Optimization exercise on an open flow, not production practice. RTL: at most simulated, not proved equivalent. Function not checked: runs 2 to 5. Clock network not from TritonCTS: runs 7 and 8. The clock port is an ideal driver here. Power: default activity.

File: design/flow/run.sh
#!/bin/bash
# synth_recipe.tcl (not shown) runs the flow's synth.tcl, then flattens the netlist and writes it again
# the make line also repeats each setting of config.mk as NAME=value (left out here)
make -C /OpenROAD-flow-scripts/flow DESIGN_CONFIG=/design/flow/config.mk WORK_HOME=/design/flow/orfs CLKGATE_MAP_FILE= SYNTH_SCRIPT=/design/flow/synth_recipe.tcl finish
File: design/flow/config.mk
export PLATFORM = sky130hd
export DESIGN_NAME = timer
export DESIGN_NICKNAME = timer
export VERILOG_FILES = /design/flow/design.v
export SDC_FILE = /design/flow/constraint.sdc
export NUM_CORES = 4
export LEC_CHECK = 0
export CAP_MARGIN = 20
export CORE_MARGIN = 2
export CORE_UTILIZATION = 40
export SLEW_MARGIN = 20
File: design/flow/constraint.sdc
create_clock -name core_clock -period 4.0 [get_ports {clk}]
set_input_delay 0.8000 -clock core_clock [delete_from_list [all_inputs] [get_ports {clk}]]
set_output_delay 0.8000 -clock core_clock [all_outputs]
set_load 0.01 [all_outputs]
File: design/flow/design.v
module timer #(
    parameter timerBaseAddr = 0,
    parameter timerbits = 16,
    parameter addrWidth = 32
) (
    input sel,
    enable,
    reset,
    clk,
    write,
    input logic [addrWidth-1:0] addr,
    input logic [timerbits-1:0] wdata,
    output logic [timerbits-1:0] rdata,
    output logic ready,
    slverr
);
  localparam STATE_IDLE = 0;
  localparam STATE_SETUP = 1;
  localparam STATE_WRITE = 2;
  localparam STATE_READ = 3;
  localparam CTR_STATUS_ADDR = timerBaseAddr;
  localparam CTR_GOAL_ADDR = timerBaseAddr + 1;
  localparam CTR_CURR_ADDR = timerBaseAddr + 2;
  localparam CTR_STATUS_START = 0;
  localparam CTR_STATUS_PAUSE = 1;
  localparam CTR_STATUS_STATE = 2;
  localparam CTR_STATE_LEN = 2;
  logic [1:0] apb_state;
  logic [timerbits-1:0] current_value;
  logic [timerbits-1:0] max_value;
  localparam CTR_IDLE = 2'b00;
  localparam CTR_RUNNING = 2'b01;
  localparam CTR_COMPLETE = 2'b10;
  logic [3:0] state_bits;
  always @(posedge clk) begin
    if (!reset) begin
      apb_state <= STATE_IDLE;
      current_value <= 0;
      max_value <= 0;
      state_bits <= 0;
      rdata <= 0;
      ready <= 0;
      slverr <= 0;
    end else begin
    if (state_bits[CTR_STATUS_STATE+:CTR_STATE_LEN] == CTR_RUNNING && current_value == max_value)
      state_bits[CTR_STATUS_STATE+:CTR_STATE_LEN] <= CTR_COMPLETE;
    if (state_bits[CTR_STATUS_STATE+:CTR_STATE_LEN] == CTR_RUNNING && !state_bits[CTR_STATUS_PAUSE])
      current_value <= current_value + 8'b00000001;
    if (addr >= timerBaseAddr && addr <= timerBaseAddr + 2) begin
      case (apb_state)
        STATE_IDLE: begin
          rdata  <= 0;
          slverr <= 0;
          ready  <= 0;
          if (sel) apb_state <= STATE_SETUP;
        end
        STATE_SETUP: begin
          if (sel && enable) begin
            if (write) begin
              apb_state <= STATE_WRITE;
            end else begin
              apb_state <= STATE_READ;
            end
          end
        end
        STATE_WRITE: begin
          ready <= 1;
          if (sel && enable) begin
            case (addr)
              CTR_STATUS_ADDR: begin
                state_bits[CTR_STATUS_START] <= wdata[0];
                state_bits[CTR_STATUS_PAUSE] <= wdata[1];
                if (wdata[CTR_STATUS_START] == 1)
                  state_bits[CTR_STATUS_STATE+:CTR_STATE_LEN] <= CTR_RUNNING;
                else begin
                  current_value <= 0;
                  state_bits[CTR_STATUS_STATE+:CTR_STATE_LEN] <= CTR_IDLE;
                end
              end
              CTR_GOAL_ADDR: begin
                max_value <= wdata;
              end
              CTR_CURR_ADDR: begin
                slverr <= 1;
              end
            endcase
          end else apb_state <= STATE_IDLE;
        end
        STATE_READ: begin
          ready <= 1;
          if (sel && enable) begin
            case (addr)
              CTR_STATUS_ADDR: begin
                rdata <= state_bits;
              end
              CTR_GOAL_ADDR: begin
                rdata <= max_value;
              end
              CTR_CURR_ADDR: begin
                rdata <= current_value;
              end
            endcase
          end else apb_state <= STATE_IDLE;
        end
        default: begin
          apb_state <= STATE_IDLE;
        end
      endcase
    end
    end
  end
endmodule
==> impl_metrics.env, run 1 <==
export IMPL_seqPwrFrac_pct=59.5
export IMPL_dr_total_vias=2380
export IMPL_yosys_warnings=1
export IMPL_end_kind="flop"
export IMPL_critPathRequiredTime_ns=4.21
export IMPL_drive_gt1_share_pct=8.947
export IMPL_post_cts_buffers=0
export IMPL_dp_hpwl_um=5147
export IMPL_wl_um=6713
export IMPL_clock_fmax_ghz=0.3501
export IMPL_p_sw_mw=0.2051
export IMPL_synth_cells=316
export IMPL_clockBufferDepth=2
export IMPL_cts_hold_buf=0
export IMPL_ant_nets=0
export IMPL_placementRows=30
export IMPL_final_hold_viol_count=0
export IMPL_slew_headroom_pct=47.57
export IMPL_leakage_nw=1.294
export IMPL_final_nets=438
export IMPL_cts_sinks=56
export IMPL_clkPwrFrac_pct=30.8
export IMPL_n_fill_cell=656
export IMPL_synth_area_leader_cell="dfxtp_1"
export IMPL_path_clk_slew_ns=0.09
export IMPL_outcome="complete, no violations"
export IMPL_grt_overflow_total=0
export IMPL_rsz0062_at_grt="false"
export IMPL_tightest_slew_ns=0.7865
export IMPL_netlist_area_mm2=0.002821
export IMPL_place_area_mm2=0.003598
export IMPL_ys_ff_latch=56
export IMPL_io_pins=71
export IMPL_die_y_um=87.99
export IMPL_wl_per_cell_um=14.10
export IMPL_synth_edf_count=0
export IMPL_fin_area_mm2=0.003676
export IMPL_antenna_found_initial=0
export IMPL_p_int_mw=0.7310
export IMPL_setup_tns_ns=0
export IMPL_antenna_cells=0
export IMPL_htree_levels=2
export IMPL_worstPathMaxFanout=16
export IMPL_power_density_mw_per_mm2=254.6
export IMPL_ys_flop_type="dfxtp_1"
export IMPL_synth_nets=374
export IMPL_gp_congestion=0.8121
export IMPL_initial_core_util_pct=41.53
export IMPL_slew_violations=0
export IMPL_synth_area_top_cells="dfxtp_1 40%, nand2_1 6.7%, xnor2_1 4.7%"
export IMPL_die_x_um=87.99
export IMPL_grt_max_degree=45
export IMPL_worstSetupStartpointType="input pin"
export IMPL_post_cts_resized=0
export IMPL_tritoncts="done"
export IMPL_synth_distinct_cells=42
export IMPL_drt_initial_drc_count=103
export IMPL_min_period_ns=2.856
export IMPL_postSynthAreaPerCell_um2=8.929
export IMPL_switching_share_pct=21.91
export IMPL_async_reset_ff_share_pct=0
export IMPL_worstSkewPairLatency_ns=0.30
export IMPL_seq_area_frac_synth_pct=39.73
export IMPL_core_area_mm2=0.006794
export IMPL_pre_cts_slack_ns=0.7973
export IMPL_grt_total_usage_pct=18.55
export IMPL_hold_path_class="reg -> reg"
export IMPL_combinationalPowerShare_pct=9.7
export IMPL_grt_pass1_wl_um=11050
export IMPL_fin_util_pct=54.11
export IMPL_io_buffers=70
export IMPL_area_growth_pct=30.29
export IMPL_vias_per_cell=5.000
export IMPL_setup_ws_ns=1.144
export IMPL_cts_buffers=5
export IMPL_worstSetupPathType="in -> reg"
export IMPL_worstPathArrival_ns=3.07
export IMPL_yosysTopAreaCellShare_pct=39.73
export IMPL_setup_violations=0
export IMPL_grt_pass1_vias=2286
export IMPL_drt_pass1_iterations=4
export IMPL_skew_ns=0.005403
export IMPL_power_mw=0.9361
export IMPL_finalCritPeriodShare_pct=71.40
export IMPL_clockRootBuffer="clkbuf_8"
export IMPL_maxCapViolCount=0
export IMPL_ir_drop_v=0.0001410
export IMPL_drc=0
export IMPL_die_area_mm2=0.007741
[worst paths after layout]
check / startpoint / slack, ns / depth (start not counted) / to
setup / recovery: addr[4] / 1.14 / 5 / rdata[3]
hold / removal: rdata[7] / 0.46 / 2 / rdata[7]
setup reg to reg: apb_state[0] / 1.83 / 5 / rdata[3]
hold reg to reg: rdata[7] / 0.46 / 2 / rdata[7]
[flip-flops by register name, summed over array words and instances (netlist names)]
name / flops
apb_state: 2
current_value: 16
max_value: 16
rdata: 16
ready: 1
slverr: 1
state_bits: 4
[cell usage in the layout, fill, tap and decap left out, types with 6 or more instances in the layout]
| master | n |
|---|---|
| nor2b_1 | 7 |
| dfxtp_1 | 56 |
| o21ai_2 | 10 |
| o21ai_0 | 21 |
| and3_1 | 6 |
| nand2_1 | 50 |
| clkdlybuf4s50_1 | 70 |
| nor2_1 | 20 |
| xor2_1 | 14 |
| a22oi_1 | 16 |
| nand3_1 | 24 |
| xnor2_1 | 15 |
[cells by family after synthesis]
kind of cell | share of synthesized area [%]
and+or+nand+nor | 27.81
AOI/OAI and AO/OA | 16.28
DFF | 39.73
xor gates and xnor gates | 9.002
buffers and inverters | 3.547
adders and majority gates | 2.217
muxes | 1.419
[power groups by stage]
stage / combinational [mW] / clock [mW] / sequential (mW)
after CTS: 0.0917 / 0.300 / 0.557
after global placement: 0.0906 / 0 / 0.570
after global routing: 0.0977 / 0.320 / 0.557
final: 0.0909 / 0.288 / 0.557
after floorplan: 0.0259 / 0 / 0.570
after detailed placement: 0.0915 / 0 / 0.570
[cell type report]
class,instances,area (um^2),area share [%]
multi-input cells,237,1600,43.53
well taps,96,120.1,3.268
inverters,5,18.77,0.5106
repair buffers,75,738.2,20.08
clock inverters,1,5.005,0.1361
flip-flops and latches,56,1121,30.50
clock buffers,6,72.57,1.974
[critical path, cell delays in order]
cell and delay, ns:
clkdlybuf4s50_1 0.45, nor4_4 0.33, nand4_4 0.23, or4_1 0.93, o211ai_1 0.32
[stage by stage]
stage / cells / hold slack (ns)
finish: 476 / 0.4609
global route: 476 / 0.4858
CTS: 476 / 0.4643
detailed placement: 469 / 0.4456
global placement: 469 / 0.4381
floorplan: 316 / 0.4402
[layer usage]
| layer | GRT usage, % | vias up | share of wire, % |
|---|---|---|---|
| li1 | - | 1251 | - |
| met1 | 26.36 | 1092 | 50 |
| met2 | 29.48 | 33 | 46 |
| met3 | 2.922 | 4 | 3.4 |
| met4 | 4.615 | 0 | 1.0 |
| met5 | 0 | - | 0 |
[cell usage after synthesis (6+ instances only)]
| library cell | count |
|---|---|
| nor2_1 | 20 |
| xnor2_1 | 15 |
| dfxtp_1 | 56 |
| o21ai_2 | 10 |
| nand2_1 | 50 |
| o21ai_0 | 21 |
| clkbuf_1 | 12 |
| a22oi_1 | 16 |
| and3_1 | 6 |
| nand3_1 | 24 |
| xor2_1 | 14 |
| nor2b_1 | 7 |
==> run 2, diff against run 1 <==
==> design/flow/design.v (replaced) <==
module timer #(
    parameter timerBaseAddr = 0,
    parameter timerbits = 16,
    parameter addrWidth = 32
) (
    input sel,
    enable,
    reset,
    clk,
    write,
    input logic [addrWidth-1:0] addr,
    input logic [timerbits-1:0] wdata,
    output logic [timerbits-1:0] rdata,
    output logic ready,
    slverr
);
  logic [1:0] apb_state;
  logic [timerbits-1:0] current_value;
  logic [timerbits-1:0] max_value;
  logic pause;
  logic running;    
  logic complete;   
  wire [addrWidth-1:0] offs = addr - timerBaseAddr;
  wire in_range = (offs[addrWidth-1:2] == 0) && !(offs[1] && offs[0]);
  wire a_goal = offs[0];   
  wire a_curr = offs[1];   
  wire a_stat = !offs[1] && !offs[0];
  wire se = sel && enable;
  wire is_write = apb_state == 2'b10;
  wire is_read = apb_state == 2'b11;
  wire wr_cycle = reset && in_range && is_write && se;
  wire rd_cycle = reset && in_range && is_read && se;
  wire wr_stat = wr_cycle && a_stat;
  wire wr_goal = wr_cycle && a_goal;
  wire equal = current_value == max_value;
  wire goal_keep = reset && !wr_goal;
  wire [timerbits-1:0] goal_next = ({timerbits{wr_goal}} & wdata) |
                                   ({timerbits{goal_keep}} & max_value);
  wire cnt_keep = reset && !(wr_stat && !wdata[0]);
  wire [timerbits-1:0] carry;
  assign carry[0] = running && !pause;
  genvar i;
  generate
    for (i = 1; i < timerbits; i = i + 1) begin : g_carry
      assign carry[i] = carry[i-1] && current_value[i-1];
    end
  endgenerate
  wire [timerbits-1:0] cnt_next = {timerbits{cnt_keep}} & (current_value ^ carry);
  wire stat_keep = reset && !wr_stat;
  wire pause_next = (wr_stat && wdata[1]) || (stat_keep && pause);
  wire running_next = (wr_stat && wdata[0]) || (stat_keep && running && !equal);
  wire complete_next = stat_keep && (complete || (running && equal));
  wire bus_keep = reset && !in_range;
  wire bus_step = reset && in_range;
  logic [1:0] apb_next;
  always_comb begin
    case (apb_state)
      2'b00: apb_next = sel ? 2'b01 : 2'b00;
      2'b01: apb_next = se ? (write ? 2'b10 : 2'b11) : 2'b01;
      default: apb_next = se ? apb_state : 2'b00;
    endcase
    apb_next = ({2{bus_step}} & apb_next) | ({2{bus_keep}} & apb_state);
  end
  wire ready_next = (bus_step && apb_state[1]) || (bus_keep && ready);
  wire slverr_next = (bus_step && is_write && (slverr || (se && a_curr))) ||
                     (bus_keep && slverr);
  wire rd_keep = bus_keep || (bus_step && is_read && !se);
  wire rd_goal = rd_cycle && a_goal;
  wire rd_curr = rd_cycle && a_curr;
  wire rd_stat = rd_cycle && a_stat;
  wire [3:0] status = {complete, running, pause, running | complete};
  wire [timerbits-1:0] rdata_next = ({timerbits{rd_goal}} & max_value) |
                                    ({timerbits{rd_curr}} & current_value) |
                                    ({timerbits{rd_stat}} & {{(timerbits-4){1'b0}}, status}) |
                                    ({timerbits{rd_keep}} & rdata);
  always @(posedge clk) begin
    apb_state <= apb_next;
    current_value <= cnt_next;
    max_value <= goal_next;
    pause <= pause_next;
    running <= running_next;
    complete <= complete_next;
    rdata <= rdata_next;
    ready <= ready_next;
    slverr <= slverr_next;
  end
endmodule
==> design/flow/flow/run.sh (new file) <==
#!/bin/bash
# Standard layout, but with the smallest buffer on the ports.
export BUFFER_PORTS_ARGS="-buffer_cell sky130_fd_sc_hd__buf_1"
bash standard.sh > standard.log 2>&1
==> design/flow/standard.sh (new file) <==
#!/bin/bash
# synth_recipe.tcl (not shown) runs the flow's synth.tcl, then flattens the netlist and writes it again
# the make line also repeats each setting of config.mk as NAME=value (left out here)
make -C /OpenROAD-flow-scripts/flow DESIGN_CONFIG=/design/flow/config.mk WORK_HOME=/design/flow/orfs CLKGATE_MAP_FILE= SYNTH_SCRIPT=/design/flow/synth_recipe.tcl "${@:-finish}"
removed: design/flow/run.sh
==> impl_metrics.env, run 2 <==
export IMPL_outcome="complete, no violations"
export IMPL_post_cts_resized=0
export IMPL_die_area_mm2=0.007000
export IMPL_cts_buffers=5
export IMPL_worstSkewPairLatency_ns=0.31
export IMPL_whs_ns=0.4843
export IMPL_synth_distinct_cells=34
export IMPL_yosysTopAreaCellShare_pct=43.37
export IMPL_critPathRequiredTime_ns=4.21
export IMPL_io_buffers=70
export IMPL_worstPathArrival_ns=3.84
export IMPL_area_growth_pct=16.66
export IMPL_power_mw=0.9199
export IMPL_gp_congestion=0.7452
export IMPL_postSynthAreaPerCell_um2=9.917
export IMPL_slew_headroom_pct=49.62
export IMPL_grt_max_degree=21
export IMPL_ir_drop_v=0.0001618
export IMPL_ys_ff_latch=55
export IMPL_tritoncts="done"
export IMPL_ys_flop_type="dfxtp_1"
export IMPL_final_hold_viol_count=0
export IMPL_drt_pass1_iterations=4
export IMPL_clockRootBuffer="clkbuf_8"
export IMPL_multi_input_area_mm2=0.001305
export IMPL_worstSetupStartpointType="flop"
export IMPL_async_reset_ff_share_pct=0
export IMPL_clock_fmax_ghz=0.2756
export IMPL_rsz0062_at_grt="false"
export IMPL_cts_sinks=55
export IMPL_htree_levels=2
export IMPL_final_common_cell="buf_1"
export IMPL_die_x_um=83.67
export IMPL_drc=0
export IMPL_wl_um=5222
export IMPL_placementRows=29
export IMPL_antenna_found_initial=0
export IMPL_antenna_cells=0
export IMPL_power_density_mw_per_mm2=310.6
export IMPL_seq_area_mm2=0.001101
export IMPL_core_area_mm2=0.006241
export IMPL_skew_ns=0.007662
export IMPL_synth_area_top_cells="dfxtp_1 43%, a22o_1 9.7%, ha_1 7.4%"
export IMPL_yosysMostFrequentCell="dfxtp_1"
export IMPL_end_kind="flop"
export IMPL_ant_nets=0
export IMPL_synth_area_leader_cell="dfxtp_1"
export IMPL_grt_overflow_total=0
export IMPL_grt_pass1_wl_um=8811
export IMPL_synth_edf_count=0
export IMPL_dr_total_vias=2019
export IMPL_synth_cells=256
export IMPL_vias_per_cell=4.998
export IMPL_post_cts_buffers=0
export IMPL_setup_tns_ns=0
export IMPL_grt_total_usage_pct=15.26
export IMPL_dp_hpwl_um=3965
export IMPL_n_fill_cell=635
export IMPL_netlist_area_mm2=0.002539
export IMPL_maxCapViolCount=0
export IMPL_layout_common_cells="70 x buf_1, 55 x dfxtp_1, 28 x nand2_1, 28 x a22o_1"
export IMPL_slew_violations=0
export IMPL_synth_nets=324
export IMPL_min_period_ns=3.628
export IMPL_leakage_nw=1.339
export IMPL_initial_core_util_pct=40.68
export IMPL_grt_pass1_vias=1871
export IMPL_worstSetupPathType="reg -> reg"
export IMPL_hold_path_class="reg -> reg"
export IMPL_drt_initial_drc_count=78
export IMPL_path_clk_slew_ns=0.10
export IMPL_wl_per_cell_um=12.93
export IMPL_worstPathMaxFanout=5
export IMPL_clockBufferDepth=2
export IMPL_r2r_slack_ns=0.37
export IMPL_top_regs="current_value: 16 flops, max_value: 16 flops, rdata: 16 flops"
export IMPL_setup_violations=0
export IMPL_seq_area_frac_synth_pct=43.37
export IMPL_ys_top_cells_by_count="55 x dfxtp_1, 28 x a22o_1, 28 x nand2_1"
export IMPL_final_nets=394
export IMPL_tightest_slew_ns=0.7556
export IMPL_cts_hold_buf=0
export IMPL_die_y_um=83.67
export IMPL_drive_gt1_share_pct=4.893
export IMPL_io_pins=71
export IMPL_finalCritPeriodShare_pct=90.70
export IMPL_yosys_warnings=1
-- run 2: changes by cell type after synthesis, moves of 12 or more --
cell,delta
nor2_1,-16
o21ai_0,-19
mux2i_1,+13
a22o_1,+28
nand2_1,-22
inv_1,+13
xor2_1,-13
and2_1,+17
nand3_1,-21
a22oi_1,-12
-- run 2: metrics by stage --
stage | utilization (%) | worst slack [ns] | area [um^2] | cells
after CTS | 47.45 | 0.3623 | 2962 | 404
after detailed placement | 45.87 | 0.3736 | 2863 | 396
after global placement | 45.87 | 0.4650 | 2863 | 396
after floorplan | - | 0.5844 | 2539 | 256
after global routing | 47.45 | 0.2129 | 2962 | 404
final | 47.45 | 0.3718 | 2962 | 404
-- run 2: power by group --
part | internal [mW] | switching, mW | leakage, nW
clock | 0.142 | 0.184 | 0.0474
sequential | 0.547 | 0.0000000000196 | 0.443
combinational | 0.0182 | 0.0289 | 0.849
total | 0.707 | 0.213 | 1.34
-- run 2: final timing paths --
check        cells after the start                end     start
max reg2reg                     18  current_value[15]   running
min reg2reg                      1           rdata[9]  rdata[9]
min                              1           rdata[9]  rdata[9]
max                             18  current_value[15]   running
-- run 2: logic make-up after synthesis --
logic type / count (synthesis) / share of synthesized area (%)
flops: 55 / 43.37
mux: 17 / 6.703
xor+xnor: 17 / 5.865
buf+inv: 29 / 5.224
compound gates: 46 / 14.84
fa+ha+maj: 15 / 7.393
simple gates: 77 / 16.61
-- run 2: area by class of cell --
| class | instances | share of cell area, % |
|---|---|---|
| Multi-Input combinational cell | 172 | 44.06 |
| Sequential cell | 55 | 37.18 |
| Timing Repair Buffer | 74 | 9.886 |
| Tap cell | 77 | 3.253 |
| Clock buffer | 6 | 2.788 |
| Inverter | 18 | 2.281 |
| Clock inverter | 2 | 0.5492 |
-- run 2: per-layer routing --
metal	global-route usage [%]	routed length, um
met1	21.67	2694
met2	23.93	2238
met3	2.770	248
met4	3.959	40
met5	0	0
-- run 2: critical path: stages (launching register included) --
cell and delay (ns):
dfxtp_1 0.35, nor2b_1 0.15, ha_1 0.17, ha_1 0.19, ha_1 0.18, ha_1 0.19, ha_1 0.18, ha_1 0.18
ha_1 0.18, ha_1 0.18, ha_1 0.17, ha_1 0.18, ha_1 0.18, ha_1 0.18, ha_1 0.17, ha_1 0.17
ha_1 0.19, xor2_1 0.16, and2_1 0.16
==> run 3, diff against run 2 <==
==> design/flow/flow/run.sh (replaced) <==
#!/bin/bash
# Layout flow: the standard flow (standard.sh) with three changes:
#  - synthesis is ORFS's synthesis script with an area-oriented ABC script
#    (flow/area.abc) and without the half-adder extraction step;
#  - the ports are buffered with the smallest buffer (buf_1);
#  - CTS uses small clock buffers and no dummy loads.
# Each tool's full output is in the ORFS logs under orfs/logs/, and make's in
# the *.log files here.
set -euo pipefail
HERE=$(pwd)
FLOWDIR=$HERE/flow

# Synthesis script: ORFS's synth.tcl with ABC running flow/area.abc.
sed "s|  log_cmd abc {\*}\$abc_args|  set abc_args [lreplace \$abc_args 1 1 $FLOWDIR/area.abc]\n  log_cmd abc {*}\$abc_args|" \
  "$FLOW_HOME/scripts/synth.tcl" > "$HERE/area_synth.tcl"
grep -q "area.abc" "$HERE/area_synth.tcl"
sed "s|source \$::env(SCRIPTS_DIR)/synth.tcl|source $HERE/area_synth.tcl|" \
  "$HERE/synth_recipe.tcl" > "$HERE/area_synth_recipe.tcl"
grep -q "area_synth.tcl" "$HERE/area_synth_recipe.tcl"

# standard.sh with that synthesis script and no adder mapping.
sed -e "s|SYNTH_SCRIPT=[^ ]*|SYNTH_SCRIPT=$HERE/area_synth_recipe.tcl ADDER_MAP_FILE=|" \
  "$HERE/standard.sh" > "$HERE/area_standard.sh"
grep -q "area_synth_recipe.tcl" "$HERE/area_standard.sh"

export BUFFER_PORTS_ARGS="-buffer_cell sky130_fd_sc_hd__buf_1"
export CTS_ARGS="-sink_clustering_enable -repair_clock_nets -dont_use_dummy_load -buf_list {sky130_fd_sc_hd__clkbuf_4 sky130_fd_sc_hd__clkbuf_8}"

bash "$HERE/area_standard.sh" > "$HERE/flow_make.log" 2>&1
==> design/flow/flow/area.abc (new file) <==
strash
dch -f
amap
strash
dch -f
amap
topo
==> impl_metrics.env, run 3 <==
export IMPL_antenna_cells=0
export IMPL_clock_fmax_ghz=0.3321
export IMPL_critPathRequiredTime_ns=4.22
export IMPL_synth_area_top_cells="dfxtp_1 51%, o21ai_0 7.4%, clkinv_1 6.9%"
export IMPL_cts_sinks=55
export IMPL_htree_levels=2
export IMPL_final_nets=401
export IMPL_tightest_slew_ns=0.6942
export IMPL_layout_common_cells="70 x buf_1, 55 x dfxtp_1, 40 x clkinv_1"
export IMPL_synth_edf_count=0
export IMPL_core_area_mm2=0.005172
export IMPL_finalCritPeriodShare_pct=75.29
export IMPL_synth_nets=321
export IMPL_worstSetupStartpointType="flop"
export IMPL_setup_violations=0
export IMPL_worstPathArrival_ns=3.23
export IMPL_grt_pass1_vias=2029
export IMPL_end_kind="flop"
export IMPL_grt_total_usage_pct=18.96
export IMPL_die_area_mm2=0.006033
export IMPL_grt_pass1_wl_um=9114
export IMPL_seq_area_frac_synth_pct=50.72
export IMPL_top_regs="current_value: 16 flops, max_value: 16 flops, rdata: 16 flops"
export IMPL_yosysTopAreaCellShare_pct=50.72
export IMPL_final_common_cell="buf_1"
export IMPL_drt_pass1_iterations=4
export IMPL_synth_area_leader_cell="dfxtp_1"
export IMPL_ant_nets=0
export IMPL_postSynthAreaPerCell_um2=8.100
export IMPL_cts_hold_buf=0
export IMPL_drive_gt1_share_pct=2.312
export IMPL_setup_tns_ns=0
export IMPL_skew_ns=0.01311
export IMPL_slew_headroom_pct=53.59
export IMPL_slew_violations=0
export IMPL_synth_cells=268
export IMPL_hold_path_class="reg -> reg"
export IMPL_dp_hpwl_um=4001
export IMPL_min_period_ns=3.011
export IMPL_final_hold_viol_count=0
export IMPL_post_cts_buffers=0
export IMPL_ys_ff_latch=55
export IMPL_path_clk_slew_ns=0.09
export IMPL_tritoncts="done"
export IMPL_worstSkewPairLatency_ns=0.30
export IMPL_rsz0062_at_grt="false"
export IMPL_netlist_area_mm2=0.002171
export IMPL_die_y_um=77.67
export IMPL_wl_per_cell_um=12.88
export IMPL_async_reset_ff_share_pct=0
export IMPL_clockBufferDepth=2
export IMPL_io_pins=71
export IMPL_worstSetupPathType="reg -> reg"
export IMPL_drc=0
export IMPL_clockRootBuffer="clkbuf_8"
export IMPL_area_growth_pct=20.35
export IMPL_ys_top_cells_by_count="55 x dfxtp_1, 40 x clkinv_1, 35 x nand2_1"
export IMPL_leakage_nw=0.8176
export IMPL_ir_drop_v=0.0001255
export IMPL_maxCapViolCount=0
export IMPL_post_cts_resized=0
export IMPL_antenna_found_initial=0
export IMPL_yosys_warnings=1
export IMPL_yosysMostFrequentCell="dfxtp_1"
export IMPL_power_density_mw_per_mm2=330.0
export IMPL_grt_max_degree=17
export IMPL_ys_flop_type="dfxtp_1"
export IMPL_outcome="complete, no violations"
export IMPL_drt_initial_drc_count=102
export IMPL_dr_total_vias=2121
export IMPL_io_buffers=70
export IMPL_initial_core_util_pct=41.97
export IMPL_vias_per_cell=5.099
export IMPL_power_mw=0.8620
export IMPL_synth_distinct_cells=21
export IMPL_wl_um=5358
export IMPL_placementRows=26
export IMPL_die_x_um=77.67
export IMPL_grt_overflow_total=0
export IMPL_whs_ns=0.4545
export IMPL_worstPathMaxFanout=3
export IMPL_gp_congestion=0.8015
export IMPL_cts_buffers=5
-- run 3: report_power, final --
group	internal (mW)	leakage, nW	switching (mW)
logic	0.0154	0.339	0.0203
clock network	0.114	0.0359	0.166
registers	0.547	0.443	0.0000000000102
-- run 3: cells by family after synthesis --
family,after synthesis,share of synthesized area (%)
AO/OA/AOI/OAI,85,25.01
buffers and inverters,40,6.916
flip-flops,55,50.72
AND/OR/NAND/NOR,88,17.35
-- run 3: cell type report --
type / count / area [um^2]
Clock buffer: 5 / 68.82
Fill cell: 548 / 2560
Inverter: 40 / 150.1
Multi-Input combinational cell: 173 / 919.6
Sequential cell: 55 / 1101
Tap cell: 70 / 87.58
Timing Repair Buffer: 73 / 285.3
-- run 3: worst paths after layout --
| path | depth (start not counted) | to | slack, ns | startpoint |
|---|---|---|---|---|
| worst min register to register | 1 | ready | 0.45 | ready |
| worst max-delay path | 18 | current_value[15] | 0.99 | running |
| worst max register to register | 18 | current_value[15] | 0.99 | running |
| worst min-delay path | 1 | ready | 0.45 | ready |
-- run 3: per-layer routing --
metal	GRT usage, %	routed length, um	part of all wire [%]
met5	0	0	0
met4	5.357	66	1.2
met3	3.488	285	5.3
met2	32.84	2541	47
met1	24.00	2465	46
-- run 3: worst max-delay path: stages, from the launching register on --
cell and delay (ns):
dfxtp_1 0.34, clkinv_1 0.09, nor2_1 0.14, nand2_1 0.10
nor2_1 0.17, nand2_1 0.10, nor2_1 0.19, nand2_1 0.12
nor2_1 0.17, nand2_1 0.12, nor2_1 0.18, nand2_1 0.11
nor2_1 0.16, nand2_1 0.10, nor2_1 0.18, nand2_1 0.12
nor2_1 0.17, nand2_1 0.10, a221oi_1 0.27
-- run 3: per-stage QoR --
| stage | setup WS, ns | area [um^2] | utilization [%] | instances |
|---|---|---|---|---|
| 2_1_floorplan | 0.4477 | 2171 | - | 268 |
| 3_3_place_gp | 0.8395 | 2544 | 49.18 | 411 |
| 3_5_place_dp | 0.8040 | 2544 | 49.18 | 411 |
| 4_1_cts | 0.9506 | 2613 | 50.51 | 416 |
| 5_1_grt | 0.3068 | 2613 | 50.51 | 416 |
| 6_report | 0.9885 | 2613 | 50.51 | 416 |
==> run 4, diff against run 3 <==
--- a/design/flow/flow/run.sh
+++ b/design/flow/flow/run.sh
@@ -26,3 +26,3 @@
 export BUFFER_PORTS_ARGS="-buffer_cell sky130_fd_sc_hd__buf_1"
-export CTS_ARGS="-sink_clustering_enable -repair_clock_nets -dont_use_dummy_load -buf_list {sky130_fd_sc_hd__clkbuf_4 sky130_fd_sc_hd__clkbuf_8}"
+export CTS_ARGS="-sink_clustering_enable -repair_clock_nets -dont_use_dummy_load -sink_clustering_size 60 -sink_clustering_max_diameter 500 -buf_list {sky130_fd_sc_hd__clkbuf_16}"
 
==> impl_metrics.env, run 4 <==
export IMPL_outcome="complete, no violations"
export IMPL_synth_nets=321
export IMPL_ant_nets=0
export IMPL_synth_area_leader_cell="dfxtp_1"
export IMPL_setup_ws_ns=0.9337
export IMPL_final_nets=401
export IMPL_vias_per_cell=5.151
export IMPL_path_cells="clkinv_1, nor2_1, nand2_1, nor2_1, nand2_1, nor2_1, nand2_1, nor2_1, nand2_1, nor2_1, nand2_1, nor2_1, nand2_1, nor2_1, nand2_1, nor2_1, nand2_1, a221oi_1"
export IMPL_worstPathMaxFanout=3
export IMPL_layout_common_cells="70 x buf_1, 55 x dfxtp_1, 40 x clkinv_1"
export IMPL_seq_area_frac_synth_pct=50.72
export IMPL_final_hold_viol_count=0
export IMPL_core_area_mm2=0.005172
export IMPL_die_x_um=77.67
export IMPL_placedCellCount=411
export IMPL_seq_area_mm2=0.001101
export IMPL_critPathRequiredTime_ns=4.19
export IMPL_grt_total_usage_pct=19.11
export IMPL_cts_hold_buf=0
export IMPL_async_reset_ff_share_pct=0
export IMPL_final_common_cell="buf_1"
export IMPL_synth_area_top_cells="dfxtp_1 51%, o21ai_0 7.4%, clkinv_1 6.9%"
export IMPL_skew_ns=0.008037
export IMPL_htree_levels=2
export IMPL_critPathSlowestCell="dfxtp_1"
export IMPL_cp_startpoint="running"
export IMPL_cts_sinks=55
export IMPL_hold_path_class="reg -> reg"
export IMPL_combinationalPowerShare_pct=3.7
export IMPL_gp_congestion=0.8015
export IMPL_pre_cts_slack_ns=0.8040
export IMPL_r2r_slack_ns=0.93
export IMPL_worstPathArrival_ns=3.26
export IMPL_critical_path_top_delay_family="simple AND/OR/NAND/NOR gates"
export IMPL_p_sw_mw=0.1934
export IMPL_worstSetupPathType="reg -> reg"
export IMPL_rsz0062_at_grt="false"
export IMPL_clockBufferDepth=2
export IMPL_clkPwrFrac_pct=40.3
export IMPL_setup_violations=0
export IMPL_finalCritPeriodShare_pct=76.66
export IMPL_synth_edf_count=0
export IMPL_r2r_end="current_value[15]"
export IMPL_io_pins=71
export IMPL_postSynthAreaPerCell_um2=8.100
export IMPL_path_clk_slew_ns=0.07
export IMPL_ir_drop_v=0.0001957
export IMPL_yosysTopAreaCellShare_pct=50.72
export IMPL_r2r_cells=18
export IMPL_setup_worst_path_end="current_value[15]"
export IMPL_grt_max_degree=17
export IMPL_grt_pass1_vias=2037
export IMPL_cts_buffers=5
export IMPL_crit_path_max_incr_delay_ns=0.33
export IMPL_placementRows=26
export IMPL_post_cts_resized=0
export IMPL_grt_overflow_total=0
export IMPL_power_density_mw_per_mm2=366.4
export IMPL_ys_top_cells_by_count="55 x dfxtp_1, 40 x clkinv_1, 35 x nand2_1"
export IMPL_synth_distinct_cells=21
export IMPL_end_kind="flop"
export IMPL_setup_tns_ns=0
export IMPL_clockRootBuffer="clkbuf_16"
export IMPL_post_cts_buffers=0
export IMPL_drc=0
export IMPL_leakage_nw=0.8432
export IMPL_initial_core_util_pct=41.97
export IMPL_dr_total_vias=2143
export IMPL_worstSetupStartpointType="flop"
export IMPL_wl_per_cell_um=12.94
export IMPL_wl_um=5383
export IMPL_top_regs="current_value: 16 flops, max_value: 16 flops, rdata: 16 flops"
export IMPL_slew_headroom_pct=52.94
export IMPL_ys_flop_type="dfxtp_1"
export IMPL_power_mw=0.9778
export IMPL_cp_depth=18
export IMPL_min_period_ns=3.066
export IMPL_dp_hpwl_um=4001
export IMPL_maxCapViolCount=0
export IMPL_timing_rr_start="running"
export IMPL_area_growth_pct=22.94
export IMPL_tightest_slew_ns=0.7040
export IMPL_seqPwrFrac_pct=56.0
export IMPL_finalNonFillerCells=416
export IMPL_ys_ff_latch=55
export IMPL_slew_violations=0
export IMPL_n_fill_cell=544
export IMPL_path_buf_inv=1
export IMPL_drt_pass1_iterations=4
export IMPL_clock_fmax_ghz=0.3261
export IMPL_antenna_found_initial=0
export IMPL_min_path_cells=1
export IMPL_drive_gt1_share_pct=2.312
export IMPL_antenna_cells=0
export IMPL_switching_share_pct=19.78
export IMPL_netlist_area_mm2=0.002171
export IMPL_tritoncts="done"
export IMPL_drt_initial_drc_count=109
export IMPL_multi_input_area_um2=919.6
export IMPL_io_buffers=70
export IMPL_die_area_mm2=0.006033
export IMPL_synth_cells=268
export IMPL_grt_pass1_wl_um=9142
export IMPL_die_y_um=77.67
export IMPL_yosys_warnings=1
export IMPL_worstSkewPairLatency_ns=0.28
export IMPL_yosysMostFrequentCell="dfxtp_1"
export IMPL_p_int_mw=0.7844
## run 4: changes by cell type in the layout (fill, tap and decap cells not counted)
cell       delta
clkbuf_16     +5
clkbuf_8      -5
## run 4: power by group through the flow
stage | sequential [mW] | combinational, mW | clock [mW]
global route | 0.547 | 0.0406 | 0.431
CTS | 0.547 | 0.0362 | 0.403
floorplan | 0.560 | 0.0100 | 0
finish | 0.547 | 0.0360 | 0.394
global placement | 0.560 | 0.0359 | 0
detailed placement | 0.560 | 0.0361 | 0
## run 4: worst reg2reg max path, stage by stage (launching register included)
cell	delay [ns]
dfxtp_1	0.33
clkinv_1	0.09
nor2_1	0.14
nand2_1	0.10
nor2_1	0.17
nand2_1	0.10
nor2_1	0.21
nand2_1	0.13
nor2_1	0.18
nand2_1	0.12
nor2_1	0.18
nand2_1	0.11
nor2_1	0.16
nand2_1	0.10
nor2_1	0.19
nand2_1	0.13
nor2_1	0.17
nand2_1	0.10
a221oi_1	0.27
## run 4: area by class of cell
class | instances | share of cell area [%]
Clock buffer | 5 | 4.688
Inverter | 40 | 5.626
Multi-Input combinational cell | 173 | 34.46
Sequential cell | 55 | 41.26
Tap cell | 70 | 3.282
Timing Repair Buffer | 73 | 10.69
## run 4: kinds of logic after synthesis
group	synth area share [%]
AO/OA/AOI/OAI	25.01
flip-flops	50.72
AND/OR/NAND/NOR	17.35
buffers and inverters	6.916
## run 4: metrics by stage
step / instance area, um^2 / util [%] / hold slack [ns]
after floorplan: 2171 / - / 0.4290
final: 2669 / 51.60 / 0.4497
after CTS: 2669 / 51.60 / 0.4558
after detailed placement: 2544 / 49.18 / 0.4419
after global placement: 2544 / 49.18 / 0.4498
after global routing: 2669 / 51.60 / 0.4681
## run 4: metal layers
metal / part of all wire (%) / GRT usage [%] / vias to the layer above
met2: 48 / 33.19 / 68
met4: 0.58 / 5.357 / 0
met1: 46 / 24.16 / 948
li1: - / - / 1125
met3: 5.2 / 3.488 / 2
met5: 0 / 0 / -
## run 4: worst min-delay path by stage
stage	from	slack [ns]	endpoint
3_5_place_dp	ready	0.44	ready
4_1_cts	ready	0.46	ready
6_report	ready	0.45	ready
5_1_grt	ready	0.47	ready
3_3_place_gp	ready	0.45	ready
2_1_floorplan	complete	0.43	complete
==> run 5, diff against run 4 <==
--- a/design/flow/flow/run.sh
+++ b/design/flow/flow/run.sh
@@ -26,3 +26,3 @@
 export BUFFER_PORTS_ARGS="-buffer_cell sky130_fd_sc_hd__buf_1"
-export CTS_ARGS="-sink_clustering_enable -repair_clock_nets -dont_use_dummy_load -sink_clustering_size 60 -sink_clustering_max_diameter 500 -buf_list {sky130_fd_sc_hd__clkbuf_16}"
+export CTS_ARGS="-sink_clustering_enable -repair_clock_nets -dont_use_dummy_load -sink_clustering_size 60 -sink_clustering_max_diameter 500 -buf_list {sky130_fd_sc_hd__clkbuf_8}"
 
==> impl_metrics.env, run 5 <==
export IMPL_ant_nets=0
export IMPL_clockRootBuffer="clkbuf_8"
export IMPL_async_reset_ff_share_pct=0
export IMPL_gp_congestion=0.8015
export IMPL_synth_distinct_cells=21
export IMPL_wl_met1_um=2465
export IMPL_cts_buffers=5
export IMPL_wl_per_cell_um=12.88
export IMPL_io_pins=71
export IMPL_yosysMostFrequentCell="dfxtp_1"
export IMPL_top_layer_used="met4"
export IMPL_post_cts_resized=0
export IMPL_area_growth_pct=20.35
export IMPL_synth_edf_count=0
export IMPL_end_kind="flop"
export IMPL_die_y_um=77.67
export IMPL_critPathRequiredTime_ns=4.22
export IMPL_power_density_mw_per_mm2=330.0
export IMPL_top_regs="current_value: 16 flops, max_value: 16 flops, rdata: 16 flops"
export IMPL_rsz0062_at_grt="false"
export IMPL_worstSetupPathType="reg -> reg"
export IMPL_initial_core_util_pct=41.97
export IMPL_drt_pass1_iterations=4
export IMPL_clock_fmax_ghz=0.3321
export IMPL_final_hold_viol_count=0
export IMPL_tritoncts="done"
export IMPL_grt_total_usage_pct=18.96
export IMPL_grt_overflow_total=0
export IMPL_power_mw=0.8620
export IMPL_skew_ns=0.01311
export IMPL_timing_rr_start="running"
export IMPL_n_fill_cell=548
export IMPL_whs_ns=0.4545
export IMPL_slew_violations=0
export IMPL_grt_max_degree=17
export IMPL_worstPathArrival_ns=3.23
export IMPL_grt_pass1_vias=2029
export IMPL_min_path_cells=1
export IMPL_seq_area_mm2=0.001101
export IMPL_worstSkewPairLatency_ns=0.30
export IMPL_setup_ws_ns=0.9885
export IMPL_synth_cells=268
export IMPL_clockBufferDepth=2
export IMPL_ys_ff_latch=55
export IMPL_ys_flop_type="dfxtp_1"
export IMPL_post_cts_buffers=0
export IMPL_dp_hpwl_um=4001
export IMPL_layout_common_cells="70 x buf_1, 55 x dfxtp_1, 40 x clkinv_1"
export IMPL_antenna_found_initial=0
export IMPL_yosysTopAreaCellShare_pct=50.72
export IMPL_worstPathMaxFanout=3
export IMPL_min_period_ns=3.011
export IMPL_grt_pass1_wl_um=9114
export IMPL_final_common_cell="buf_1"
export IMPL_final_nets=401
export IMPL_finalCritPeriodShare_pct=75.29
export IMPL_antenna_cells=0
export IMPL_postSynthAreaPerCell_um2=8.100
export IMPL_r2r_end="current_value[15]"
export IMPL_r2r_slack_ns=0.99
export IMPL_cts_hold_buf=0
export IMPL_seq_area_frac_synth_pct=50.72
export IMPL_worstSetupStartpointType="flop"
export IMPL_pre_cts_slack_ns=0.8040
export IMPL_synth_nets=321
export IMPL_drive_gt1_share_pct=2.312
export IMPL_hold_end="ready"
export IMPL_cts_sinks=55
export IMPL_wl_met3_um=285
export IMPL_tightest_slew_ns=0.6942
export IMPL_ir_drop_v=0.0001255
export IMPL_vias_per_cell=5.099
export IMPL_slew_headroom_pct=53.59
export IMPL_r2r_cells=18
export IMPL_htree_levels=2
export IMPL_finalNonFillerCells=416
export IMPL_placedCellCount=411
export IMPL_drt_initial_drc_count=102
export IMPL_die_area_mm2=0.006033
export IMPL_maxCapViolCount=0
export IMPL_synth_area_leader_cell="dfxtp_1"
export IMPL_dr_total_vias=2121
export IMPL_die_x_um=77.67
export IMPL_core_area_mm2=0.005172
export IMPL_drc=0
export IMPL_wl_um=5358
export IMPL_multi_input_area_um2=919.6
export IMPL_setup_tns_ns=0
export IMPL_io_buffers=70
export IMPL_wl_met2_um=2541
export IMPL_worst_hold_startpoint="ready"
export IMPL_yosys_warnings=1
export IMPL_setup_violations=0
export IMPL_placementRows=26
export IMPL_leakage_nw=0.8176
export IMPL_synth_area_top_cells="dfxtp_1 51%, o21ai_0 7.4%, clkinv_1 6.9%"
export IMPL_ys_top_cells_by_count="55 x dfxtp_1, 40 x clkinv_1, 35 x nand2_1"
export IMPL_hold_path_class="reg -> reg"
export IMPL_path_clk_slew_ns=0.09
export IMPL_netlist_area_mm2=0.002171
export IMPL_outcome="complete, no violations"
## run 5: changes by cell type in the layout (fill, tap and decap cells not counted)
cell	delta
clkbuf_16	-5
clkbuf_8	+5
## run 5: worst max-delay path, cell delays in order, from the launching register on
cell and delay [ns]:
dfxtp_1 0.34, clkinv_1 0.09, nor2_1 0.14, nand2_1 0.10, nor2_1 0.17, nand2_1 0.10, nor2_1 0.19, nand2_1 0.12
nor2_1 0.17, nand2_1 0.12, nor2_1 0.18, nand2_1 0.11, nor2_1 0.16, nand2_1 0.10, nor2_1 0.18, nand2_1 0.12
nor2_1 0.17, nand2_1 0.10, a221oi_1 0.27
## run 5: cell type report
type	instances	area share (%)
inverters	40	5.747
well taps	70	3.352
flip-flops and latches	55	42.15
repair buffers	73	10.92
multi-input cells	173	35.20
clock buffers	5	2.634
## run 5: worst max path at each step
stage                        from                end  slack (ns)  cells past startpoint
after global routing      running  current_value[15]        0.31                     18
final                     running  current_value[15]        0.99                     18
after CTS                 running  current_value[15]        0.95                     18
after floorplan           addr[6]  current_value[15]        0.45                     10
after detailed placement  addr[6]      max_value[10]        0.80                     12
after global placement    addr[6]          rdata[14]        0.84                      9
## run 5: per-stage QoR
stage | cell area (um^2) | util (%)
final | 2613 | 50.51
after CTS | 2613 | 50.51
after global placement | 2544 | 49.18
after detailed placement | 2544 | 49.18
after global routing | 2613 | 50.51
after floorplan | 2171 | -
## run 5: layer usage
metal,track usage (%),up-vias
li1,-,1125
met1,24.00,924
met2,32.84,66
met3,3.488,6
met4,5.357,0
met5,0,-
## run 5: cells by family after synthesis
family	Yosys count	share of synthesized area, %
simple gates	88	17.35
compound gates	85	25.01
flops	55	50.72
buf+inv	40	6.916
## run 5: report_power, final
group	total (mW)	internal [mW]	switching (mW)	leakage, nW
combinational	0.0357	0.0154	0.0203	0.339
clock	0.279	0.114	0.166	0.0359
sequential	0.547	0.547	0.0000000000102	0.443
==> run 6, diff against run 5 <==
--- a/design/flow/design.v
+++ b/design/flow/design.v
@@ -18,3 +18,4 @@
   logic [timerbits-1:0] current_value;
-  logic [timerbits-1:0] max_value;
+  logic [timerbits-1:0] max_value_n;   
+  wire [timerbits-1:0] max_value = ~max_value_n;
   logic pause;
@@ -36,4 +37,4 @@
   wire goal_keep = reset && !wr_goal;
-  wire [timerbits-1:0] goal_next = ({timerbits{wr_goal}} & wdata) |
-                                   ({timerbits{goal_keep}} & max_value);
+  wire [timerbits-1:0] goal_next_n = ~(({timerbits{wr_goal}} & wdata) |
+                                   ({timerbits{goal_keep}} & max_value));
   wire cnt_keep = reset && !(wr_stat && !wdata[0]);
@@ -78,3 +79,3 @@
     current_value <= cnt_next;
-    max_value <= goal_next;
+    max_value_n <= goal_next_n;
     pause <= pause_next;
--- a/design/flow/flow/run.sh
+++ b/design/flow/flow/run.sh
@@ -26,3 +26,3 @@
 export BUFFER_PORTS_ARGS="-buffer_cell sky130_fd_sc_hd__buf_1"
-export CTS_ARGS="-sink_clustering_enable -repair_clock_nets -dont_use_dummy_load -sink_clustering_size 60 -sink_clustering_max_diameter 500 -buf_list {sky130_fd_sc_hd__clkbuf_8}"
+export CTS_ARGS="-sink_clustering_enable -repair_clock_nets -dont_use_dummy_load -buf_list {sky130_fd_sc_hd__clkbuf_4 sky130_fd_sc_hd__clkbuf_8}"
 
==> impl_metrics.env, run 6 <==
export IMPL_worstSkewPairLatency_ns=0.30
export IMPL_initial_core_util_pct=41.60
export IMPL_r2r_end="current_value[15]"
export IMPL_dr_total_vias=2129
export IMPL_area_growth_pct=22.06
export IMPL_yosysMostFrequentCell="dfxtp_1"
export IMPL_die_x_um=77.12
export IMPL_drt_initial_drc_count=124
export IMPL_grt_pass1_wl_um=9080
export IMPL_vias_per_cell=5.205
export IMPL_wl_per_cell_um=12.63
export IMPL_hold_end="ready"
export IMPL_setup_tns_ns=0
export IMPL_power_density_mw_per_mm2=328.5
export IMPL_antenna_found_initial=0
export IMPL_synth_nets=310
export IMPL_min_period_ns=3.037
export IMPL_critPathRequiredTime_ns=4.21
export IMPL_synth_area_top_cells="dfxtp_1 51%, nor2_1 9.0%, nand2_1 5.4%"
export IMPL_rsz0062_at_grt="false"
export IMPL_post_cts_resized=0
export IMPL_cts_sinks=55
export IMPL_io_buffers=70
export IMPL_synth_cells=257
export IMPL_hold_path_class="reg -> reg"
export IMPL_leakage_nw=0.8620
export IMPL_grt_total_usage_pct=18.80
export IMPL_tightest_slew_ns=0.7545
export IMPL_r2r_slack_ns=0.96
export IMPL_finalCritPeriodShare_pct=75.94
export IMPL_min_path_cells=1
export IMPL_yosysTopAreaCellShare_pct=51.49
export IMPL_final_hold_viol_count=0
export IMPL_placementRows=26
export IMPL_outcome="complete, no violations"
export IMPL_placedCellCount=404
export IMPL_grt_max_degree=17
export IMPL_worstPathArrival_ns=3.24
export IMPL_end_kind="flop"
export IMPL_top_layer_used="met4"
export IMPL_async_reset_ff_share_pct=0
export IMPL_setup_violations=0
export IMPL_dp_hpwl_um=3825
export IMPL_drt_pass1_iterations=4
export IMPL_top_regs="current_value: 16 flops, max_value_n: 16 flops, rdata: 16 flops"
export IMPL_path_clk_slew_ns=0.08
export IMPL_power_mw=0.8574
export IMPL_ir_drop_v=0.0002009
export IMPL_netlist_area_mm2=0.002138
export IMPL_seq_area_frac_synth_pct=51.49
export IMPL_synth_distinct_cells=22
export IMPL_worst_hold_startpoint="ready"
export IMPL_wl_met1_um=2480
export IMPL_wl_met2_um=2360
export IMPL_wl_um=5166
export IMPL_clockRootBuffer="clkbuf_8"
export IMPL_slew_headroom_pct=49.56
export IMPL_worstSetupStartpointType="flop"
export IMPL_yosys_warnings=1
export IMPL_worstSetupPathType="reg -> reg"
export IMPL_clock_fmax_ghz=0.3292
export IMPL_ys_top_cells_by_count="55 x dfxtp_1, 51 x nor2_1, 31 x nand2_1"
export IMPL_cts_buffers=5
export IMPL_skew_ns=0.01911
export IMPL_ys_ff_latch=55
export IMPL_grt_pass1_vias=1988
export IMPL_drive_gt1_share_pct=3.540
export IMPL_final_nets=394
export IMPL_maxCapViolCount=0
export IMPL_clockBufferDepth=2
export IMPL_tritoncts="done"
export IMPL_die_y_um=77.12
export IMPL_ys_flop_type="dfxtp_1"
export IMPL_synth_area_leader_cell="dfxtp_1"
export IMPL_ant_nets=0
export IMPL_synth_edf_count=0
export IMPL_layout_common_cells="70 x buf_1, 55 x dfxtp_1, 51 x nor2_1"
export IMPL_drc=0
export IMPL_gp_congestion=0.8439
export IMPL_worstPathMaxFanout=4
export IMPL_wl_met3_um=240
export IMPL_cts_hold_buf=0
export IMPL_die_area_mm2=0.005947
export IMPL_antenna_cells=0
export IMPL_final_common_cell="buf_1"
export IMPL_post_cts_buffers=0
export IMPL_htree_levels=2
export IMPL_core_area_mm2=0.005140
export IMPL_grt_overflow_total=0
export IMPL_postSynthAreaPerCell_um2=8.320
export IMPL_io_pins=71
export IMPL_finalNonFillerCells=409
export IMPL_slew_violations=0
export IMPL_timing_rr_start="running"
export IMPL_r2r_cells=18
run 6: area by class of cell:
type                            instances  area (um^2)
Clock buffer                            5        68.82
Fill cell                             549         2530
Inverter                               21        78.83
Multi-Input combinational cell        181        958.4
Sequential cell                        55         1101
Tap cell                               70        87.58
Timing Repair Buffer                   77        315.3
run 6: worst max-delay path by stage:
stage	startpoint	to	depth (start not counted)
5_1_grt	running	current_value[15]	18
6_report	running	current_value[15]	18
4_1_cts	running	current_value[15]	18
3_3_place_gp	addr[23]	current_value[3]	12
3_5_place_dp	addr[23]	current_value[7]	12
2_1_floorplan	addr[21]	current_value[15]	10
run 6: critical path, stage by stage (launching register included):
cell	delay (ns)
dfxtp_1	0.34
clkinv_1	0.13
nor2_1	0.16
nand2_1	0.09
nor2_1	0.17
nand2_1	0.11
nor2_1	0.17
nand2_1	0.10
nor2_1	0.18
nand2_1	0.12
nor2_1	0.17
nand2_1	0.11
nor2_1	0.16
nand2_1	0.10
nor2_1	0.16
nand2_1	0.11
nor2_1	0.19
nand2_1	0.10
a221oi_1	0.28
run 6: per-stage QoR:
stage | utilization, % | instance area, um^2 | hold slack (ns) | setup WS, ns
3_3_place_gp | 49.44 | 2541 | 0.4492 | 0.8442
5_1_grt | 50.78 | 2610 | 0.4947 | 0.3517
6_report | 50.78 | 2610 | 0.4611 | 0.9626
2_1_floorplan | - | 2138 | 0.4329 | 0.6236
3_5_place_dp | 49.44 | 2541 | 0.4486 | 0.8628
4_1_cts | 50.78 | 2610 | 0.4656 | 0.9605
run 6: cells by family after synthesis:
logic type,after synthesis,share of synthesized area [%]
AO/OA/AOI/OAI,79,24.87
buffers and inverters,21,3.687
XOR/XNOR,1,0.4097
flip-flops,55,51.49
AND/OR/NAND/NOR,101,19.54
run 6: power breakdown:
group | leakage [nW] | internal (mW) | total, mW | switching (mW)
sequential | 0.443 | 0.547 | 0.547 | 0.00000000000747
clock | 0.0359 | 0.113 | 0.272 | 0.159
combinational | 0.383 | 0.0168 | 0.0380 | 0.0212
total | 0.862 | 0.677 | 0.857 | 0.180
run 6: per-layer routing:
layer  up-vias  track usage [%]
met5         -                0
met4         0            6.250
met3         9            3.647
met2        51            29.91
met1       965            25.68
li1       1104                -
==> run 7, diff against run 6 <==
--- a/design/flow/flow/run.sh
+++ b/design/flow/flow/run.sh
@@ -5,3 +5,4 @@
 #  - the ports are buffered with the smallest buffer (buf_1);
-#  - CTS uses small clock buffers and no dummy loads.
+#  - the clock is buffered by flow/cts_hook.tcl (three clkbuf_8, each driving
+#    a nearby group of flip-flops) instead of TritonCTS.
 # Each tool's full output is in the ORFS logs under orfs/logs/, and make's in
@@ -26,3 +27,3 @@
 export BUFFER_PORTS_ARGS="-buffer_cell sky130_fd_sc_hd__buf_1"
-export CTS_ARGS="-sink_clustering_enable -repair_clock_nets -dont_use_dummy_load -buf_list {sky130_fd_sc_hd__clkbuf_4 sky130_fd_sc_hd__clkbuf_8}"
+export PRE_CTS_TCL="$FLOWDIR/cts_hook.tcl"
 
==> design/flow/flow/clkbuf.tcl (new file) <==
# Manual clock buffering: split the flip-flops on net clk into CLKB_N groups by
# k-means on their placed locations, and drive each group from its own
# CLKB_CELL buffer placed at the group's centre; the buffers' inputs are on clk.
proc manual_clock_buffers {n cell} {
  set db [ord::get_db]; set block [[$db getChip] getBlock]
  set net [$block findNet clk]
  set pts {}
  foreach it [$net getITerms] {
    set loc [[$it getInst] getLocation]
    lappend pts [list [lindex $loc 0] [lindex $loc 1] $it]
  }
  set pts [lsort -integer -index 0 $pts]
  set m [llength $pts]
  # initial centres: evenly spaced in x order
  set cs {}
  for {set g 0} {$g < $n} {incr g} {
    set e [lindex $pts [expr {int(($g + 0.5) * $m / $n)}]]
    lappend cs [list [lindex $e 0] [lindex $e 1]]
  }
  set cap [expr {int(ceil(double($m) / $n))}]
  for {set iter 0} {$iter < 30} {incr iter} {
    # balanced assignment: greedy by distance, each group at most cap sinks
    set pairs {}
    set i 0
    foreach p $pts {
      set g 0
      foreach c $cs {
        set d [expr {abs([lindex $p 0] - [lindex $c 0]) + abs([lindex $p 1] - [lindex $c 1])}]
        lappend pairs [list $d $i $g]
        incr g
      }
      incr i
    }
    set pairs [lsort -integer -index 0 $pairs]
    set asg [lrepeat $m -1]; set cnt [lrepeat $n 0]
    foreach pr $pairs {
      lassign $pr d i g
      if {[lindex $asg $i] >= 0} continue
      if {[lindex $cnt $g] >= $cap} continue
      lset asg $i $g; lset cnt $g [expr {[lindex $cnt $g] + 1}]
    }
    set ncs {}
    for {set g 0} {$g < $n} {incr g} {
      set sx 0; set sy 0; set k 0
      for {set i 0} {$i < $m} {incr i} {
        if {[lindex $asg $i] == $g} { set p [lindex $pts $i]; incr sx [lindex $p 0]; incr sy [lindex $p 1]; incr k }
      }
      if {$k > 0} { lappend ncs [list [expr {$sx / $k}] [expr {$sy / $k}]] } else { lappend ncs [lindex $cs $g] }
    }
    set cs $ncs
  }
  set master [$db findMaster $cell]
  for {set g 0} {$g < $n} {incr g} {
    set inst [odb::dbInst_create $block $master clkbuf_manual_$g]
    set nn [odb::dbNet_create $block clk_manual_$g]
    $nn setSigType CLOCK
    for {set i 0} {$i < $m} {incr i} {
      if {[lindex $asg $i] == $g} { set it [lindex [lindex $pts $i] 2]; $it disconnect; $it connect $nn }
    }
    [$inst findITerm A] connect $net
    [$inst findITerm X] connect $nn
    $inst setLocation [lindex [lindex $cs $g] 0] [lindex [lindex $cs $g] 1]
    $inst setPlacementStatus PLACED
    $inst setSourceType TIMING
  }
}
==> design/flow/flow/cts_hook.tcl (new file) <==
# PRE_CTS hook: buffer the clock by hand instead of TritonCTS. The clock port
# drives a few clock buffers; each drives a nearby group of flip-flops.
source [file join [file dirname [info script]] clkbuf.tcl]
manual_clock_buffers 3 sky130_fd_sc_hd__clkbuf_8
set_propagated_clock [all_clocks]
proc clock_tree_synthesis {args} {
  puts "clock_tree_synthesis skipped: the clock was buffered by cts_hook.tcl"
}
==> impl_metrics.env, run 7 <==
export IMPL_outcome="complete, no violations"
export IMPL_post_cts_buffers=0
export IMPL_hold_path_class="reg -> reg"
export IMPL_synth_edf_count=0
export IMPL_async_reset_ff_share_pct=0
export IMPL_grt_pass1_wl_um=9052
export IMPL_yosysTopAreaCellShare_pct=51.49
export IMPL_grt_total_usage_pct=17.78
export IMPL_setup_ws_ns=0.9366
export IMPL_drive_gt1_share_pct=2.967
export IMPL_tightest_slew_ns=0.7515
export IMPL_wl_um=5134
export IMPL_wl_per_cell_um=12.61
export IMPL_clock_fmax_ghz=0.3264
export IMPL_slew_violations=0
export IMPL_grt_overflow_total=0
export IMPL_ys_top_cells_by_count="55 x dfxtp_1, 51 x nor2_1, 31 x nand2_1"
export IMPL_worstSkewPairLatency_ns=0.17
export IMPL_io_buffers=70
export IMPL_die_area_mm2=0.005947
export IMPL_final_common_cell="buf_1"
export IMPL_gp_congestion=0.8439
export IMPL_rsz0062_at_grt="false"
export IMPL_skew_ns=0.01882
export IMPL_path_cells="clkinv_1, nor2_1, nand2_1, nor2_1, nand2_1, nor2_1, nand2_1, nor2_1, nand2_1, nor2_1, nand2_1, nor2_1, nand2_1, nor2_1, nand2_1, nor2_1, nand2_1, a221oi_1"
export IMPL_synth_area_leader_cell="dfxtp_1"
export IMPL_finalNonFillerCells=407
export IMPL_yosysMostFrequentCell="dfxtp_1"
export IMPL_grt_max_degree=20
export IMPL_path_clk_slew_ns=0.12
export IMPL_synth_distinct_cells=22
export IMPL_dp_hpwl_um=3825
export IMPL_worstPathArrival_ns=3.15
export IMPL_power_mw=0.7970
export IMPL_critPathRequiredTime_ns=4.08
export IMPL_power_density_mw_per_mm2=308.6
export IMPL_grtUsageMet1_pct=25.68
export IMPL_post_cts_resized=0
export IMPL_worstSetupPathType="reg -> reg"
export IMPL_final_nets=392
export IMPL_drt_initial_drc_count=131
export IMPL_netlist_area_mm2=0.002138
export IMPL_seq_area_frac_synth_pct=51.49
export IMPL_initial_core_util_pct=41.60
export IMPL_setup_tns_ns=0
export IMPL_antenna_cells=0
export IMPL_top_regs="current_value: 16 flops, max_value_n: 16 flops, rdata: 16 flops"
export IMPL_maxCapViolCount=0
export IMPL_met2_usage_pct=30.00
export IMPL_io_pins=71
export IMPL_min_period_ns=3.063
export IMPL_area_growth_pct=20.77
export IMPL_placedCellCount=404
export IMPL_leakage_nw=0.8476
export IMPL_ys_ff_latch=55
export IMPL_min_path_cells=1
export IMPL_slew_headroom_pct=49.76
export IMPL_cts_hold_buf=0
export IMPL_ys_flop_type="dfxtp_1"
export IMPL_final_hold_viol_count=0
export IMPL_antenna_found_initial=0
export IMPL_finalCritPeriodShare_pct=76.59
export IMPL_synth_nets=310
export IMPL_top_usage_layer="met2"
export IMPL_grt_pass1_vias=1974
export IMPL_pre_cts_slack_ns=0.8628
export IMPL_drt_pass1_iterations=4
export IMPL_synth_cells=257
export IMPL_yosys_warnings=1
export IMPL_core_area_mm2=0.005140
export IMPL_synth_area_top_cells="dfxtp_1 51%, nor2_1 9.0%, nand2_1 5.4%"
export IMPL_crit_path_max_incr_delay_ns=0.36
export IMPL_die_y_um=77.12
export IMPL_placementRows=26
export IMPL_critPathSlowestCell="dfxtp_1"
export IMPL_drc=0
export IMPL_r2r_cells=18
export IMPL_ir_drop_v=0.0002916
export IMPL_layout_common_cells="70 x buf_1, 55 x dfxtp_1, 51 x nor2_1"
export IMPL_n_fill_cell=554
export IMPL_die_x_um=77.12
export IMPL_postSynthAreaPerCell_um2=8.320
export IMPL_ant_nets=0
export IMPL_dr_total_vias=2113
export IMPL_vias_per_cell=5.192
export IMPL_worstSetupStartpointType="flop"
export IMPL_grt_use_met3_pct=0.9412
export IMPL_worstPathMaxFanout=4
export IMPL_end_kind="flop"
export IMPL_setup_violations=0
## run 7: worst max-delay path, delay by kind of cell, from the launching register on
family                 cells  cell delay, ns
buffers and inverters      1            0.13
AO/OA/AOI/OAI              1            0.27
AND/OR/NAND/NOR           16            2.19
flip-flops                 1            0.36
## run 7: layout make-up, clock buffers not listed
class	instances	area [um^2]	share of cell area [%]
repair buffers	77	315.3	12.21
inverters	21	78.83	3.052
well taps	70	87.58	3.391
multi-input cells	181	958.4	37.11
flip-flops and latches	55	1101	42.64
## run 7: report_power, final
group	switching [mW]	leakage [nW]	total [mW]	internal (mW)
clock network	0.142	0.0216	0.212	0.0702
logic	0.0210	0.383	0.0378	0.0168
registers	0.00000000000727	0.443	0.547	0.547
## run 7: worst paths after layout
| kind | from | end | slack (ns) |
|---|---|---|---|
| max | running | current_value[15] | 0.94 |
| min | ready | ready | 0.47 |
| max reg2reg | running | current_value[15] | 0.94 |
| min reg2reg | ready | ready | 0.47 |
## run 7: stage by stage
stage | utilization, % | hold WS [ns] | area [um^2]
floorplan | - | 0.4329 | 2138
global placement | 49.44 | 0.4492 | 2541
detailed placement | 49.44 | 0.4486 | 2541
CTS | 50.24 | 0.4760 | 2582
global route | 50.24 | 0.5022 | 2582
finish | 50.24 | 0.4733 | 2582
## run 7: kinds of logic after synthesis
kind of cell	after synthesis	synth area share (%)
flip-flops	55	51.49
buffers and inverters	21	3.687
XOR/XNOR	1	0.4097
AO/OA/AOI/OAI	79	24.87
AND/OR/NAND/NOR	101	19.54
## run 7: routing by layer
metal | vias to the layer above | share of wire [%]
li1 | 1093 | -
met1 | 959 | 48
met2 | 55 | 46
met3 | 6 | 4.8
met4 | 0 | 1.4
met5 | - | 0
==> run 8, diff against run 7 <==
--- a/design/flow/config.mk
+++ b/design/flow/config.mk
@@ -7,5 +7,5 @@
 export LEC_CHECK = 0
-export CAP_MARGIN = 20
+export CAP_MARGIN = 0
 export CORE_MARGIN = 2
 export CORE_UTILIZATION = 40
-export SLEW_MARGIN = 20
+export SLEW_MARGIN = 0
==> impl_metrics.env, run 8 <==
export IMPL_outcome="complete, no violations"
export IMPL_wl_per_cell_um=12.61
export IMPL_synth_edf_count=0
export IMPL_vias_per_cell=5.192
export IMPL_final_common_cell="buf_1"
export IMPL_grt_total_usage_pct=17.78
export IMPL_hold_path_class="reg -> reg"
export IMPL_place_area_mm2=0.002541
export IMPL_drive_gt1_share_pct=2.967
export IMPL_die_area_mm2=0.005947
export IMPL_synthMuxAreaShare_pct=0
export IMPL_drt_initial_drc_count=131
export IMPL_drc=0
export IMPL_grt_overflow_total=0
export IMPL_gp_congestion=0.8439
export IMPL_core_area_mm2=0.005140
export IMPL_finalCritPeriodShare_pct=76.59
export IMPL_leakage_nw=0.8476
export IMPL_setup_ws_ns=0.9366
export IMPL_io_buffers=70
export IMPL_postSynthAreaPerCell_um2=8.320
export IMPL_cts_hold_buf=0
export IMPL_worstSetupPathType="reg -> reg"
export IMPL_synth_area_top_cells="dfxtp_1 51%, nor2_1 9.0%, nand2_1 5.4%"
export IMPL_die_y_um=77.12
export IMPL_yosys_warnings=1
export IMPL_worstSkewPairLatency_ns=0.17
export IMPL_path_buf_inv=1
export IMPL_critPathSlowestCell="dfxtp_1"
export IMPL_cp_startpoint="running"
export IMPL_worstPathArrival_ns=3.15
export IMPL_final_nets=392
export IMPL_dp_hpwl_um=3825
export IMPL_ys_top_cells_by_count="55 x dfxtp_1, 51 x nor2_1, 31 x nand2_1"
export IMPL_yosysMostFrequentCell="dfxtp_1"
export IMPL_crit_path_max_incr_delay_ns=0.36
export IMPL_synth_xor_area_share_pct=0.4096
export IMPL_slew_headroom_pct=49.76
export IMPL_critical_path_top_delay_family="simple AND/OR/NAND/NOR gates"
export IMPL_placementRows=26
export IMPL_post_cts_resized=0
export IMPL_ir_drop_v=0.0002916
export IMPL_worstPathMaxFanout=4
export IMPL_pre_cts_slack_ns=0.8628
export IMPL_end_kind="flop"
export IMPL_seq_area_frac_synth_pct=51.49
export IMPL_netlist_area_mm2=0.002138
export IMPL_post_cts_buffers=0
export IMPL_fin_area_mm2=0.002582
export IMPL_io_pins=71
export IMPL_layout_common_cells="70 x buf_1, 55 x dfxtp_1, 51 x nor2_1"
export IMPL_grt_pass1_vias=1974
export IMPL_ant_nets=0
export IMPL_min_period_ns=3.063
export IMPL_skew_ns=0.01882
export IMPL_synth_area_leader_cell="dfxtp_1"
export IMPL_setup_violations=0
export IMPL_die_x_um=77.12
export IMPL_grt_pass1_wl_um=9052
export IMPL_path_cells="clkinv_1, nor2_1, nand2_1, nor2_1, nand2_1, nor2_1, nand2_1, nor2_1, nand2_1, nor2_1, nand2_1, nor2_1, nand2_1, nor2_1, nand2_1, nor2_1, nand2_1, a221oi_1"
export IMPL_r2r_slack_ns=0.94
export IMPL_setup_tns_ns=0
export IMPL_synth_fa_ha_area_share_pct=0
export IMPL_synth_distinct_cells=22
export IMPL_worstSetupStartpointType="flop"
export IMPL_power_density_mw_per_mm2=308.6
export IMPL_area_growth_pct=20.77
export IMPL_finalNonFillerCells=407
export IMPL_dr_total_vias=2113
export IMPL_power_mw=0.7970
export IMPL_tightest_slew_ns=0.7515
export IMPL_top_regs="current_value: 16 flops, max_value_n: 16 flops, rdata: 16 flops"
export IMPL_timing_rr_start="running"
export IMPL_async_reset_ff_share_pct=0
export IMPL_synth_compound_area_share_pct=24.87
export IMPL_placedCellCount=404
export IMPL_final_hold_viol_count=0
export IMPL_worst_hold_startpoint="ready"
export IMPL_synth_cells=257
export IMPL_path_clk_slew_ns=0.12
export IMPL_antenna_cells=0
export IMPL_clock_fmax_ghz=0.3264
export IMPL_synth_top_family_by_area="compound AO/OA/AOI/OAI gates"
export IMPL_ys_ff_latch=55
export IMPL_slew_violations=0
export IMPL_maxCapViolCount=0
export IMPL_antenna_found_initial=0
export IMPL_ys_flop_type="dfxtp_1"
export IMPL_critPathRequiredTime_ns=4.08
export IMPL_drt_pass1_iterations=4
export IMPL_initial_core_util_pct=41.60
export IMPL_wl_um=5134
export IMPL_synth_simple_area_share_pct=19.54
export IMPL_yosysTopAreaCellShare_pct=51.49
export IMPL_synth_nets=310
export IMPL_rsz0062_at_grt="false"
export IMPL_grt_max_degree=20
==> run 8: cells by family after synthesis <==
group                     Yosys count
DFF                                55
AOI/OAI and AO/OA                  79
xor gates and xnor gates            1
and+or+nand+nor                   101
buffers and inverters              21
==> run 8: layout make-up, clock buffers not listed <==
cell class	instances	area, um^2
timing repair buffer	77	315.3
fill	554	2557
tap	70	87.58
multi-input combinational	181	958.4
inverter	21	78.83
sequential	55	1101
==> run 8: report_power, final <==
part             switching (mW)  total, mW  internal [mW]  leakage [nW]
Combinational            0.0210     0.0378         0.0168         0.383
Sequential     0.00000000000727      0.547          0.547         0.443
Clock                     0.142      0.212         0.0702        0.0216
Total                     0.163      0.797          0.634         0.848
==> run 8: metrics by stage <==
stage / hold slack (ns) / util [%]
2_1_floorplan: 0.4329 / -
3_3_place_gp: 0.4492 / 49.44
3_5_place_dp: 0.4486 / 49.44
4_1_cts: 0.4760 / 50.24
5_1_grt: 0.5022 / 50.24
6_report: 0.4733 / 50.24
==> run 8: worst paths after layout <==
check / endpoint / cells past startpoint
hold reg to reg: ready / 1
setup / recovery: current_value[15] / 18
hold / removal: ready / 1
setup reg to reg: current_value[15] / 18
==> run 8: routing by layer <==
layer | wire length (um) | global-route usage, % | share of wire, %
met3 | 244 | 0.9412 | 4.8
met2 | 2344 | 30.00 | 46
met5 | 0 | 0 | 0
met1 | 2472 | 25.68 | 48
met4 | 73 | 2.857 | 1.4
